What follows belongs to an exercise in optimizing a design on an open flow for small area, a short achievable clock period and few clock cycles; a production flow would make more cautious choices. The RTL was checked by simulation tests, not by an equivalence proof against the original design. Power figures rest on the tool's default switching activity, not on a simulated workload.

Design tpu_top, start of the top module:
module tpu_top#(
	parameter ARRAY_SIZE = 8,
	parameter SRAM_DATA_WIDTH = 32,
	parameter DATA_WIDTH = 8,
	parameter OUTPUT_DATA_WIDTH = 16
)
(
	input clk,
	input srstn,
	input tpu_start,
	input [SRAM_DATA_WIDTH-1:0] sram_rdata_w0,
	input [SRAM_DATA_WIDTH-1:0] sram_rdata_w1,
	input [SRAM_DATA_WIDTH-1:0] sram_rdata_d0,
	input [SRAM_DATA_WIDTH-1:0] sram_rdata_d1,
	output [9:0] sram_raddr_w0,
	output [9:0] sram_raddr_w1,
	output [9:0] sram_raddr_d0,
	output [9:0] sram_raddr_d1,
	output sram_write_enable_a0,
	output [ARRAY_SIZE*OUTPUT_DATA_WIDTH-1:0] sram_wdata_a,
	output [5:0] sram_waddr_a,
	output sram_write_enable_b0,
	output [ARRAY_SIZE*OUTPUT_DATA_WIDTH-1:0] sram_wdata_b,
	output [5:0] sram_waddr_b,
	output sram_write_enable_c0,
	output [ARRAY_SIZE*OUTPUT_DATA_WIDTH-1:0] sram_wdata_c,
	output [5:0] sram_waddr_c,
	output tpu_done
);
==> flow/config.mk <==
export PLATFORM = sky130hd
export DESIGN_NAME = tpu_top
export DESIGN_NICKNAME = tpu_top
export VERILOG_FILES = /design/flow/design.v
export SDC_FILE = /design/flow/constraint.sdc
export NUM_CORES = 8
export LEC_CHECK = 0
export ABC_CLOCK_PERIOD_IN_PS = 3500
export CAP_MARGIN = 35
export CORE_MARGIN = 2
export CORE_UTILIZATION = 60
export CTS_CLUSTER_DIAMETER = 100
export CTS_CLUSTER_SIZE = 25
export SETUP_SLACK_MARGIN = 5
export SLEW_MARGIN = 20
export TNS_END_PERCENT = 30
==> flow/constraint.sdc <==
create_clock -name core_clock -period 9.0 [get_ports {clk}]
set_input_delay 1.8000 -clock core_clock [delete_from_list [all_inputs] [get_ports {clk}]]
set_output_delay 1.8000 -clock core_clock [all_outputs]
set_load 0.01 [all_outputs]
standard.sh (not shown) runs the stock make flow with config.mk's settings and CLKGATE_MAP_FILE= SYNTH_SCRIPT=/design/flow/synth_recipe.tcl, a recipe that flattens the netlist after the stock synthesis.
==> flow/flow/run.sh <==
#!/bin/bash
set -euo pipefail
bash standard.sh SYNTH_SCRIPT="$PWD/flow/synth_noabc.tcl" IO_CONSTRAINTS="$PWD/flow/io.tcl" SETUP_SLACK_MARGIN=5.5 finish > make_finish.log 2>&1
==> flow/flow/io.tcl <==
# Memories A and C take their write data from the same register (they are
# never written in the same cycle): keep each bit's two pins side by side.
for {set k 0} {$k < 128} {incr k} {
  set_io_pin_constraint -group -order -pin_names [list "sram_wdata_a\[$k\]" "sram_wdata_c\[$k\]"]
}
==> flow/flow/synth_noabc.tcl <==
# synth_recipe.tcl with one change: Yosys's synth runs its fine stage without
# its internal "abc -fast", so that ORFS's extract_fa sees the full adders as
# written in the RTL (abc -fast re-encodes their XORs with mixed polarities,
# which leaves inverters between the adder cells). Everything else, including
# the registers, is the standard synthesis.
proc synth {args} {
  if {[lsearch -exact $args "fine:"] >= 0} {
    yosys synth -nofsm -noshare -noabc {*}$args
  } else {
    yosys synth -nofsm -noshare {*}$args
  }
}
source $::env(SCRIPTS_DIR)/synth.tcl
# left out here: clear keep_hierarchy, flatten, clean up, hide names made inside functions, write 1_2_yosys.v
The starting point ran to the end with no violations.
Testbench counts at the start, summed over its fixed seeds: cycles 5,496.
Rerun with:
==> flow/flow/run.sh (replaced) <==
#!/bin/bash
set -euo pipefail
bash standard.sh SYNTH_SCRIPT="$PWD/flow/synth_noabc.tcl" IO_CONSTRAINTS="$PWD/flow/io.tcl" BUFFER_PORTS_ARGS="-buffer_cell sky130_fd_sc_hd__buf_4" SETUP_SLACK_MARGIN=5.5 finish > make_finish.log 2>&1
- TNS_END_PERCENT: 30 -> not set
Sequential share of layout area hardly moves.
Setup slack is better by 0.16 ns.
Synthesized cell count does not change.
Via count is lower by 0.34%.
Design area is lower by 0.34%.
Power hardly moves.
Maximum frequency is higher by 4.6%.
Combinational power barely changes.
Critical path depth is higher by 11.

## re-timing with driven ports
No port has a modelled driver above. Below, the same layouts with a new extraction and two added sets of constraints. Step 1 assumes that a clkbuf_16 drives the clock port and a buf_2 every other input. Step 2 adds t to the input delays and takes it off the output delays; t is the mean of the earliest and latest rising clock arrival at the registers after step 1. Input paths then give back, and output paths get back, about the clock's delay inside the block. a / b / c = ideal ports / drivers / drivers and shift; a / b = the first two.
run | t, ns | setup WS [ns] | worst slew at a driven data input, ns
the first run | 1.087 | 5.293 / 5.163 / 4.217 | 0.35
the second run | 1.119 | 5.455 / 5.377 / 4.294 | 0.35
After both steps setup and hold are still met in every run listed. The setup slack of the second run, which loses most, moves by -0.078 ns with the drivers and by -1.161 ns with both steps.
